Background: an optimization exercise with open tools, aiming at a short achievable clock period and few clock cycles. Do not read the settings as production practice. Function was checked by simulation only, so behaviour that the tests miss may differ from the original. Power is estimated from default activity; no workload was simulated.

Setup of run A:
## toplevel
module toplevel(
    input  wire clk,
    input  wire rst,
    output wire [7:0] imem_addr,
    input  wire [7:0] imem_data,
    output wire [7:0] dmem_addr,
    output wire [7:0] dmem_wdata,
    output wire       dmem_we,
    input  wire [7:0] dmem_rdata
);
    reg [7:0] fpc;
    reg [7:0] r0, r1, r2, r3, r4, r5, r6, r7;
    reg [7:0] op_a, op_b;               
    reg [7:0] st_data, st_addr;         
    reg       e_arith, e_sub, e_and, e_or, e_xor, e_load, e_store;
    reg [7:0] e_we;                     
    reg [7:0] w_res;
    reg [7:0] w_we;                     
    wire [7:0] sum   = op_a + op_b;
    wire [7:0] diff  = op_a - op_b;
    wire [7:0] other = ({8{e_and}}  & (op_a & op_b))
                     | ({8{e_or}}   & (op_a | op_b))
                     | ({8{e_xor}}  & (op_a ^ op_b))
                     | ({8{e_load}} & dmem_rdata);
    wire [7:0] res   = ({8{e_arith & ~e_sub}} & sum) | ({8{e_sub}} & diff) | other;
    assign dmem_addr  = st_addr;
    assign dmem_wdata = st_data;
    assign dmem_we    = e_store;
    wire [7:0] q0 = w_we[0] ? w_res : r0;
    wire [7:0] q1 = w_we[1] ? w_res : r1;
    wire [7:0] q2 = w_we[2] ? w_res : r2;
  ...
==> flow/config.mk <==
export PLATFORM = sky130hd
export DESIGN_NAME = toplevel
export DESIGN_NICKNAME = toplevel
export VERILOG_FILES = /design/flow/design.v
export SDC_FILE = /design/flow/constraint.sdc
export NUM_CORES = 4
export LEC_CHECK = 0
export CAP_MARGIN = 20
export CORE_MARGIN = 2
export CORE_UTILIZATION = 40
export PLACE_DENSITY = 0.7
export SETUP_SLACK_MARGIN = 3.5
export SLEW_MARGIN = 20
==> flow/constraint.sdc <==
create_clock -name core_clock -period 5.0 [get_ports {clk}]
set_input_delay 1.0000 -clock core_clock [delete_from_list [all_inputs] [get_ports {clk}]]
set_output_delay 1.0000 -clock core_clock [all_outputs]
set_load 0.01 [all_outputs]
standard.sh (not shown) runs the stock make flow with config.mk's settings and CLKGATE_MAP_FILE= SYNTH_SCRIPT=/design/flow/synth_recipe.tcl, a recipe that flattens the netlist after the stock synthesis.
==> flow/flow/run.sh <==
#!/bin/bash
# Standard ORFS layout with two changes: the port buffers are inserted as buf_4
# cells instead of the resizer's default choice (a slow delay buffer), and
# synthesis leaves adders to ABC instead of mapping them to full-adder cells.
set -euo pipefail
bash standard.sh "ADDER_MAP_FILE=" "BUFFER_PORTS_ARGS=-buffer_cell sky130_fd_sc_hd__buf_4" finish > standard.log 2>&1
Both conditions hold for run A: the flow ran to the end and the final layout passed the timing, design-rule and antenna checks.
Testbench counts of run A, summed over its fixed seeds: cycles 49,571.
Input-level comparison between run B and run A:
- CORE_UTILIZATION: 40 -> 50
- SETUP_SLACK_MARGIN: 3.5 -> 4.0
- PLACE_DENSITY: 0.7 -> 0.75
## What came out
Run B against run A: number of gates given a new drive strength after cts climbed about 35%; final critical-path required period climbed 190 ps; internal power summed over all cells climbed 260 uW; final RePlAce weighted congestion climbed about 5%.
The most common cell after layout, fill and taps aside comes out sky130_fd_sc_hd__buf_4 in one run and sky130_fd_sc_hd__dfrtp_1 in the other, namely in run B and run A respectively.
Run B went all the way through the flow, and no timing, DRC or antenna check failed.
No stage failed in run A, and the final checks on the layout all came back clean.
Slowest library cell on the worst path = sky130_fd_sc_hd__o21ai_0: run B; slowest library cell on the worst path = sky130_fd_sc_hd__or4b_4: run A
Comparing total power for run B and run A, the smaller number came from run A.
Comparing run B and run A, worst hold margin is lower on run B.
Run B vs run A: power of the sequential group up by a few percent
The following lists how run C was set up differently from run B:
- a change of CORE_UTILIZATION from 50 to 40
- a change of SETUP_SLACK_MARGIN from 4.0 to 4.5
- a deleted PLACE_DENSITY that had been 0.75
Findings:
- Run C ended with every stage complete and zero timing, DRC or antenna violations.
- Amount of wire on met2 after detailed routing delta for run C relative to run B: 6.6% lower
- What run B reported for routed wire length has to be multiplied by 0.908 to get the figure for run C.
- Reported for run B and run C, mean cell area of the mapped netlist turned out identical to the last digit.
- Run C vs. run B: post-place setup slack grew by 25 ps; sequential share of layout area shrank by 2.5 points; met3 usage in global routing shrank by 2.1 points.


Starting RTL as in the previous note.
clock: 5.0 ns
lec_check: 0
cap_margin: 20
core_margin: 2
core_utilization: 55
setup_slack_margin: 3.5
slew_margin: 20
Scripts as last shown in full above: flow/flow/run.sh
The baseline completed with no timing, DRC or antenna violations.
Testbench counts at the start, summed over its fixed seeds: cycles 49,571.
Next try:
Settings changed: CORE_UTILIZATION 55 to 40, CTS_CLUSTER_DIAMETER set to 150, CTS_CLUSTER_SIZE set to 60, SETUP_SLACK_MARGIN 3.5 to 4.0.
The new run finished with timing, DRC and antenna clean; wire length grows slightly; total power decreases slightly; worst setup slack gains 130 ps; synthesized area does not change; via count barely changes; sequential power barely changes; global-route usage decreases by 9.5 points.
Next try:
Settings changed: CTS_CLUSTER_DIAMETER 150 to unset, CTS_CLUSTER_SIZE 60 to unset.
What happened:
- The new run ran to the end with no violations
- count of clock-buffer cells in the layout does not change
- first-iteration DRC count does not change
- hold slack does not change
- area after synthesis does not change
- synthesized cell count stays the same
- sequential share of layout area does not change
- non-clock buffer count does not change
- clock power is about the same
- global-route usage does not change
- flip-flop and latch count stays the same
- wire length stays the same
Next try:
Settings changed: CORE_UTILIZATION 40 to 65, SETUP_SLACK_MARGIN 4.0 to 3.5.
After rerunning:
- With this change the flow ended with an error in global routing (5_1_grt) (DPL-0038)
- synthesized cell count stays the same
- area after synthesis does not change
Next try:
Settings changed: CORE_UTILIZATION 65 to 40, SETUP_SLACK_MARGIN 3.5 to 5.0.
The changed run completed without violations.
Synthesized area is unchanged.
Synthesized cell count is unchanged.
Next try:
Settings changed: SETUP_SLACK_MARGIN 5.0 to 3.5.
What happened: The changed run finished with timing, DRC and antenna clean; non-clock buffer count falls by 97; global-route usage decreases by 5.0 points; power drops by about 5.4%; setup slack is worse by 35 ps; critical path depth goes down by 1; sequential cell count stays the same; via count fell by about 12%; clock-buffer cell count came out lower by 1; routed wire length falls by about 23%; clock power rises by about 10%; fmax shrinks by about 1.8%.


Another version of the RTL of toplevel (not shown whole).
For scale: ~580 cells after synthesis, about 130 flip-flops, about 43 I/O pins, ~0.0064 mm² of cells after synthesis.
==> flow/design.v (excerpt) <==
module toplevel(
    input  wire clk,
    input  wire rst,
    output wire [7:0] imem_addr,
    input  wire [7:0] imem_data,
    output wire [7:0] dmem_addr,
    output wire [7:0] dmem_wdata,
    output wire       dmem_we,
    input  wire [7:0] dmem_rdata
);
clock: 5.0 ns
lec_check: 0
cap_margin: 20
core_margin: 2
core_utilization: 40
setup_slack_margin: 3.2
slew_margin: 20
run.sh (not shown) runs the stock make flow with config.mk's settings and CLKGATE_MAP_FILE= SYNTH_SCRIPT=/design/flow/synth_recipe.tcl, a recipe that flattens the netlist after the stock synthesis.
Stock flow here: none of the scripts above is used.
Testbench counts at the start, summed over its fixed seeds: cycles 49,571.
Rerun with:
==> flow/flow/run.sh (new file) <==
#!/bin/bash
# Standard ORFS layout, with the port buffers inserted as buf_4 cells instead of
# the resizer's default choice (a slow delay buffer).
set -euo pipefail
bash standard.sh "BUFFER_PORTS_ARGS=-buffer_cell sky130_fd_sc_hd__buf_4" finish > standard.log 2>&1
==> flow/standard.sh (new file) <==
#!/bin/bash
# synth_recipe.tcl (not shown) runs the flow's synth.tcl, then flattens the netlist and writes it again
# the make line also repeats each setting of config.mk as NAME=value (left out here)
make -C /OpenROAD-flow-scripts/flow DESIGN_CONFIG=/design/flow/config.mk WORK_HOME=/design/flow/orfs CLKGATE_MAP_FILE= SYNTH_SCRIPT=/design/flow/synth_recipe.tcl "${@:-finish}"
SETUP_SLACK_MARGIN = 4.5   (was 3.2)
removed: flow/run.sh
=> Utilization rises by 9.9 points. Die area stays the same. Clock power goes down by about 7%. Design area went up by 18%. Routed wire length went up by 28%. Worst setup slack hardly moves. Sequential power barely changes. Total power rose by 7.0%. Clock skew came out higher by 0.0056 ns. Non-clock buffer count came out higher by 71. Critical path depth came out lower by 2.
Rerun with:
SETUP_SLACK_MARGIN = 3.5   (was 4.5)
=>
- The new run completed with no timing, DRC or antenna violations
- setup slack gains 0.052 ns
- first-iteration DRC count is lower by about 47%
- via count went down by 12%
- core utilization falls by 9.9 points
Rerun with:
==> flow/run.sh (new file) <==
#!/bin/bash
# synth_recipe.tcl (not shown) runs the flow's synth.tcl, then flattens the netlist and writes it again
# the make line also repeats each setting of config.mk as NAME=value (left out here)
make -C /OpenROAD-flow-scripts/flow DESIGN_CONFIG=/design/flow/config.mk WORK_HOME=/design/flow/orfs CLKGATE_MAP_FILE= SYNTH_SCRIPT=/design/flow/synth_recipe.tcl finish
SETUP_SLACK_MARGIN = 3.0   (was 3.5)
removed: flow/flow/run.sh
removed: flow/standard.sh
Setup slack is worse by 0.084 ns.
Final cell count climbs slightly.
Clock power hardly moves.
Power falls by a few percent.
Rerun with:
==> flow/flow/run.sh (new file) <==
#!/bin/bash
# Standard ORFS layout with two changes: the port buffers are inserted as buf_4
# cells instead of the resizer's default choice (a slow delay buffer), and
# synthesis leaves adders to ABC instead of mapping them to full-adder cells.
set -euo pipefail
bash standard.sh "ADDER_MAP_FILE=" "BUFFER_PORTS_ARGS=-buffer_cell sky130_fd_sc_hd__buf_4" finish > standard.log 2>&1
==> flow/standard.sh (new file) <==
#!/bin/bash
# synth_recipe.tcl (not shown) runs the flow's synth.tcl, then flattens the netlist and writes it again
# the make line also repeats each setting of config.mk as NAME=value (left out here)
make -C /OpenROAD-flow-scripts/flow DESIGN_CONFIG=/design/flow/config.mk WORK_HOME=/design/flow/orfs CLKGATE_MAP_FILE= SYNTH_SCRIPT=/design/flow/synth_recipe.tcl "${@:-finish}"
SETUP_SLACK_MARGIN = 3.5   (was 3.0)
removed: flow/run.sh
First-iteration DRC count does not change.
Wire length shrinks slightly.
Power grows slightly.
Via count shrinks by a few percent.
Core utilization grows by 1.9 points.
Design area hardly moves.
Area after synthesis shrinks by a few percent.
Clock power shrinks by roughly a tenth.
Synthesized cell count shrinks by a few percent.
Worst setup slack gains 0.16 ns.

==> port drivers added, routing unchanged <==
In the flow no input, the clock included, has a driving cell. The finished layouts below were timed again as built, in two steps.
Step 1, drivers: a clkbuf_16 drives clk and a buf_2 each remaining input, both assumed.
Step 2 times the ports against the registers' clock, not the clock port: input delays grow and output delays shrink by t, the midpoint of the rising clock arrivals with the driver on.
Three values: ideal, step 1, step 2; two values: the first two.
| run | shift t [ns] | setup WS [ns] | hold WS [ns] | clock arrival spread, ns |
|---|---|---|---|---|
| run A | 0.449 | 3.000 / 2.925 / 2.476 | 0.403 / 0.403 / 0.403 | 0.008 / 0.008 |
| run B | 0.462 | 2.807 / 2.715 / 2.254 | 0.392 / 0.392 / 0.392 | 0.010 / 0.011 |
| run C | 0.458 | 3.012 / 2.880 / 2.423 | 0.398 / 0.398 / 0.398 | 0.008 / 0.009 |
| the first run of note 2 | 0.554 | 2.885 / 2.850 / 2.477 | 0.378 / 0.378 / 0.378 | 0.011 / 0.011 |
| the second run of note 2 | 0.458 | 3.016 / 2.912 / 2.455 | 0.373 / 0.373 / 0.373 | 0.007 / 0.007 |
| the third run of note 2 | 0.458 | 3.016 / 2.912 / 2.455 | 0.373 / 0.373 / 0.373 | 0.007 / 0.007 |
| the fifth run of note 2 | 0.458 | 3.012 / 2.880 / 2.423 | 0.398 / 0.398 / 0.398 | 0.008 / 0.009 |
| the sixth run of note 2 | 0.448 | 2.977 / 2.891 / 2.443 | 0.369 / 0.369 / 0.369 | 0.006 / 0.006 |
| the first run of note 3 | 0.468 | 2.822 / 2.822 / 2.456 | 0.361 / 0.361 / 0.361 | 0.011 / 0.011 |
| the second run of note 3 | 0.472 | 2.823 / 2.823 / 2.430 | 0.380 / 0.380 / 0.380 | 0.016 / 0.016 |
| the third run of note 3 | 0.454 | 2.874 / 2.874 / 2.424 | 0.381 / 0.381 / 0.381 | 0.008 / 0.008 |
| the fourth run of note 3 | 0.460 | 2.790 / 2.790 / 2.360 | 0.370 / 0.370 / 0.370 | 0.013 / 0.012 |
| the fifth run of note 3 | 0.457 | 2.949 / 2.866 / 2.409 | 0.388 / 0.388 / 0.388 | 0.007 / 0.008 |
After both steps every run listed still meets setup and hold.
